What follows belongs to an exercise in optimizing a design on an open flow for small area and a short achievable clock period; a production flow would make more cautious choices.
Where RTL was checked, it was by simulation tests only, not by an equivalence proof against the original.
The clock input has no modelled driver; a real chip could not lean on it and would need a root buffer or a full tree.
Power and IR drop assume default switching activity.

==> flow/design.v <==
`timescale 1ns/1ps
module sync_fifo #(
    parameter WIDTH = 32,
    parameter DEPTH = 8,
    parameter ADDR_WIDTH = $clog2(DEPTH)
)(
    i_clk,
    i_rstn,
    i_wren,
    i_rden,
    i_wdata,
    o_rdata,
    o_empty,
    o_full
);
    input           i_clk;
    input           i_rstn;
    input           i_wren;
    input           i_rden;
    input [31:0]    i_wdata;
    output [31:0]   o_rdata;
    output          o_empty;
    output          o_full;
    reg  [31:0] head;            
    reg  [31:0] mem [0:6];       
    reg  [2:0]  rptr;            
    reg  [2:0]  wptr;            
    reg         nempty;          
    reg         nempty_h;        
    reg         one;             
    reg         full;            
    reg         nempty_o;        
    reg         full_o;          
    reg  [6:0]  rsel;            
    wire        empty = ~nempty;
    function [2:0] lfsr_next;
        input [2:0] s;
        lfsr_next = {s[1:0], ~(s[2] ^ s[1])};
    endfunction
    wire [2:0] rptr_nx = lfsr_next(rptr);
    wire [2:0] wptr_nx = lfsr_next(wptr);
    wire       two   = (wptr == rptr_nx);    
    wire       seven = (rptr == wptr_nx);    
    wire [6:0] wslot;
    genvar g;
    generate
        for (g = 0; g < 7; g = g + 1) begin : g_dec
            assign wslot[g] = nempty & (wptr == g);
        end
    endgenerate
    wire       hold;     
    wire       sel_w;    
    wire [6:0] sel_m;    
    wire [6:0] mem_we;   
    sync_fifo_andn2 u_hold  (.a(nempty_h), .b(i_rden), .y(hold));
    sync_fifo_a21bo u_selw  (.a1(one), .a2(i_rden), .b1n(nempty_h), .y(sel_w));
    generate
        for (g = 0; g < 7; g = g + 1) begin : g_gate
            sync_fifo_and2 u_selm (.a(i_rden), .b(rsel[g]),  .y(sel_m[g]));
            sync_fifo_and2 u_we   (.a(i_wren), .b(wslot[g]), .y(mem_we[g]));
        end
    endgenerate
    wire       rd_adv    = i_rden & (~one | i_wren);
    wire       wr_adv    = i_wren & nempty;
    wire [2:0] rptr_n    = rd_adv ? rptr_nx : rptr;
    wire       nempty_n  = i_wren | ~sel_w;
    wire       one_n     = (empty & i_wren) | (one & (i_wren == i_rden)) | (two & i_rden & ~i_wren);
    wire       full_n    = ~i_rden & (full | (i_wren & seven));
    wire       nempty_on;
    wire       nempty_hn;
    wire       full_on;
    sync_fifo_orn2   u_ne_o (.a(i_wren), .b(sel_w), .y(nempty_on));
    sync_fifo_orn2   u_ne_h (.a(i_wren), .b(sel_w), .y(nempty_hn));
    sync_fifo_fullnx u_fu_o (.rd(i_rden), .wr(i_wren), .full(full), .seven(seven), .y(full_on));
    wire [6:0] rsel_n;
    generate
        for (g = 0; g < 7; g = g + 1) begin : g_rsel
            assign rsel_n[g] = nempty_n & ~one_n & (rptr_n == g);
        end
    endgenerate
    wire [31:0] head_nx;
    generate
        for (g = 0; g < 32; g = g + 1) begin : g_head
            wire y0, y1, y2;
            sync_fifo_aoi222 u0 (.a1(hold), .b1(head[g]), .a2(sel_w), .b2(i_wdata[g]), .a3(sel_m[0]), .b3(mem[0][g]), .y(y0));
            sync_fifo_aoi222 u1 (.a1(sel_m[1]), .b1(mem[1][g]), .a2(sel_m[2]), .b2(mem[2][g]), .a3(sel_m[3]), .b3(mem[3][g]), .y(y1));
            sync_fifo_aoi222 u2 (.a1(sel_m[4]), .b1(mem[4][g]), .a2(sel_m[5]), .b2(mem[5][g]), .a3(sel_m[6]), .b3(mem[6][g]), .y(y2));
            sync_fifo_nand3  u3 (.a(y0), .b(y1), .c(y2), .y(head_nx[g]));
        end
    endgenerate
    always @(posedge i_clk) begin
        head <= head_nx;
    end
    generate
        for (g = 0; g < 7; g = g + 1) begin : g_mem
            always @(posedge i_clk)
                if (mem_we[g])
                    mem[g] <= i_wdata;
        end
    endgenerate
    always @(posedge i_clk or negedge i_rstn) begin
        if (!i_rstn) begin
            rptr     <= 3'd0;
            wptr     <= 3'd0;
            nempty   <= 1'b0;
            nempty_h <= 1'b0;
            one      <= 1'b0;
            full     <= 1'b0;
            nempty_o <= 1'b0;
            full_o   <= 1'b0;
        end else begin
            rptr     <= rptr_n;
            if (wr_adv) wptr <= wptr_nx;
            nempty   <= nempty_n;
            nempty_h <= nempty_hn;
            one      <= one_n;
            full     <= full_n;
            nempty_o <= nempty_on;
            full_o   <= full_on;
        end
    end
    always @(posedge i_clk) begin
        rsel <= rsel_n;
    end
    assign o_rdata = head;
    assign o_empty = ~nempty_o;
    assign o_full  = full_o;
endmodule
module sync_fifo_aoi222 (
    input  a1, b1, a2, b2, a3, b3,
    output y
);
    assign y = ~((a1 & b1) | (a2 & b2) | (a3 & b3));
endmodule
module sync_fifo_nand3 (
    input  a, b, c,
    output y
);
    assign y = ~(a & b & c);
endmodule
module sync_fifo_and2 (
    input  a, b,
    output y
);
    assign y = a & b;
endmodule
module sync_fifo_andn2 (
    input  a, b,
    output y
);
    assign y = a & ~b;
endmodule
module sync_fifo_a21bo (
    input  a1, a2, b1n,
    output y
);
    assign y = (a1 & a2) | ~b1n;
endmodule
module sync_fifo_orn2 (
    input  a, b,
    output y
);
    assign y = a | ~b;
endmodule
module sync_fifo_fullnx (
    input  rd, wr, full, seven,
    output y
);
    assign y = ~rd & (full | (wr & seven));
endmodule
==> flow/config.mk <==
export PLATFORM = sky130hd
export DESIGN_NAME = sync_fifo
export DESIGN_NICKNAME = sync_fifo
export VERILOG_FILES = /design/flow/design.v
export SDC_FILE = /design/flow/constraint.sdc
export NUM_CORES = 4
export LEC_CHECK = 0
export CAP_MARGIN = 20
export CORE_MARGIN = 2
export CORE_UTILIZATION = 40
export PLACE_DENSITY = 0.8
export SETUP_SLACK_MARGIN = 2.05
export SLEW_MARGIN = 20
export SYNTH_HIERARCHICAL = 1
export SYNTH_MINIMUM_KEEP_SIZE = 0
==> flow/constraint.sdc <==
create_clock -name core_clock -period 3.6 [get_ports {i_clk}]
set_input_delay 0.7200 -clock core_clock [delete_from_list [all_inputs] [get_ports {i_clk}]]
set_output_delay 0.7200 -clock core_clock [all_outputs]
set_load 0.01 [all_outputs]
standard.sh (not shown) runs the stock make flow with config.mk's settings and CLKGATE_MAP_FILE= SYNTH_SCRIPT=/design/flow/synth_recipe.tcl, a recipe that flattens the netlist after the stock synthesis.
==> flow/flow/run.sh <==
#!/bin/bash
# Own layout flow: the standard flow (standard.sh) with a hand-built
# two-level clock tree (flow/mcts.tcl) in place of TritonCTS, and small
# port buffers. Each step's full output goes to a log file in this folder;
# ORFS's per-step logs are under orfs/logs/.
set -euo pipefail
W=$(pwd)
EXTRA=(
  "BUFFER_PORTS_ARGS=-buffer_cell sky130_fd_sc_hd__buf_2"
  "PRE_CTS_TCL=$W/flow/mcts.tcl"
)
bash standard.sh "${EXTRA[@]}" synth > synth.log 2>&1
bash standard.sh "${EXTRA[@]}" finish > layout.log 2>&1
Other scripts of this flow, unchanged in this note and not shown: flow/flow/mcts.tcl
The starting point ran to the end with no violations.
Edit:
--- a/flow/design.v
+++ b/flow/design.v
@@ -31,8 +31,9 @@
     reg         full;            
     reg         nempty_o;        
     reg         full_o;          
     reg  [6:0]  rsel;            
+    reg  [6:0]  wslot;           
     wire        empty = ~nempty;
     function [2:0] lfsr_next;
         input [2:0] s;
         lfsr_next = {s[1:0], ~(s[2] ^ s[1])};
@@ -40,15 +41,9 @@
     wire [2:0] rptr_nx = lfsr_next(rptr);
     wire [2:0] wptr_nx = lfsr_next(wptr);
     wire       two   = (wptr == rptr_nx);    
     wire       seven = (rptr == wptr_nx);    
-    wire [6:0] wslot;
     genvar g;
-    generate
-        for (g = 0; g < 7; g = g + 1) begin : g_dec
-            assign wslot[g] = nempty & (wptr == g);
-        end
-    endgenerate
     wire       hold;     
     wire       sel_w;    
     wire [6:0] sel_m;    
     wire [6:0] mem_we;   
@@ -62,8 +57,9 @@
     endgenerate
     wire       rd_adv    = i_rden & (~one | i_wren);
     wire       wr_adv    = i_wren & nempty;
     wire [2:0] rptr_n    = rd_adv ? rptr_nx : rptr;
+    wire [2:0] wptr_n    = wr_adv ? wptr_nx : wptr;
     wire       nempty_n  = i_wren | ~sel_w;
     wire       one_n     = (empty & i_wren) | (one & (i_wren == i_rden)) | (two & i_rden & ~i_wren);
     wire       full_n    = ~i_rden & (full | (i_wren & seven));
     wire       nempty_on;
@@ -72,11 +68,13 @@
     sync_fifo_orn2   u_ne_o (.a(i_wren), .b(sel_w), .y(nempty_on));
     sync_fifo_orn2   u_ne_h (.a(i_wren), .b(sel_w), .y(nempty_hn));
     sync_fifo_fullnx u_fu_o (.rd(i_rden), .wr(i_wren), .full(full), .seven(seven), .y(full_on));
     wire [6:0] rsel_n;
+    wire [6:0] wslot_n;
     generate
         for (g = 0; g < 7; g = g + 1) begin : g_rsel
-            assign rsel_n[g] = nempty_n & ~one_n & (rptr_n == g);
+            assign rsel_n[g]  = nempty_n & ~one_n & (rptr_n == g);
+            assign wslot_n[g] = nempty_n & (wptr_n == g);
         end
     endgenerate
     wire [31:0] head_nx;
     generate
@@ -109,9 +107,9 @@
             nempty_o <= 1'b0;
             full_o   <= 1'b0;
         end else begin
             rptr     <= rptr_n;
-            if (wr_adv) wptr <= wptr_nx;
+            wptr     <= wptr_n;
             nempty   <= nempty_n;
             nempty_h <= nempty_hn;
             one      <= one_n;
             full     <= full_n;
@@ -119,9 +117,10 @@
             full_o   <= full_on;
         end
     end
     always @(posedge i_clk) begin
-        rsel <= rsel_n;
+        rsel  <= rsel_n;
+        wslot <= wslot_n;
     end
     assign o_rdata = head;
     assign o_empty = ~nempty_o;
     assign o_full  = full_o;
What happened:
- worst setup slack gets better by 34 ps
- hold slack gets worse by 5.0 ps
- design area came out lower by 4.3%
- routed wire length fell by 13%
- area after synthesis went up by 0.66%
- first-iteration DRC count came out lower by 11%
- die area rises by 0.64%
- final cell count decreases by 2.9%
- power came out lower by 4.1%
- clock power barely changes
- synthesized cell count came out higher by 1.0%
- global-route usage falls by 2.9 points
- critical path depth is lower by 2
- clock skew hardly moves
No functional check of the RTL was part of the first run of this note. In every run of this note, the design's own scripts or RTL, not TritonCTS, make the clock network.

[separate check: timing with driven ports]
How much do the figures lean on ideal ports? The routed layouts below were timed once more, with nothing changed but the port constraints.
Step 1, drivers: a clkbuf_16 drives i_clk and a buf_2 each remaining input, both assumed.
Step 2 adds t to the input delays and takes it off the output delays; t is the mean of the earliest and latest rising clock arrival at the registers after step 1. Input paths then give back, and output paths get back, about the clock's delay inside the block.
Three values: ideal, step 1, step 2; two values: the first two.
| run | shift t [ns] | setup WS [ns] | latest minus earliest clock arrival (ns) | worst data-port slew with drivers (ns) | cell pins on the clock port's net |
|---|---|---|---|---|---|
| the first run | 0.392 | 2.004 / 1.958 / 1.579 | 0.030 / 0.030 | 0.22 | 4 |
| the second run | 0.391 | 2.037 / 1.941 / 1.636 | 0.019 / 0.019 | 0.17 | 4 |
After both steps every run listed still meets setup and hold. The setup slack of the first run, which loses most, moves by -0.046 ns with the drivers and by -0.425 ns with both steps.
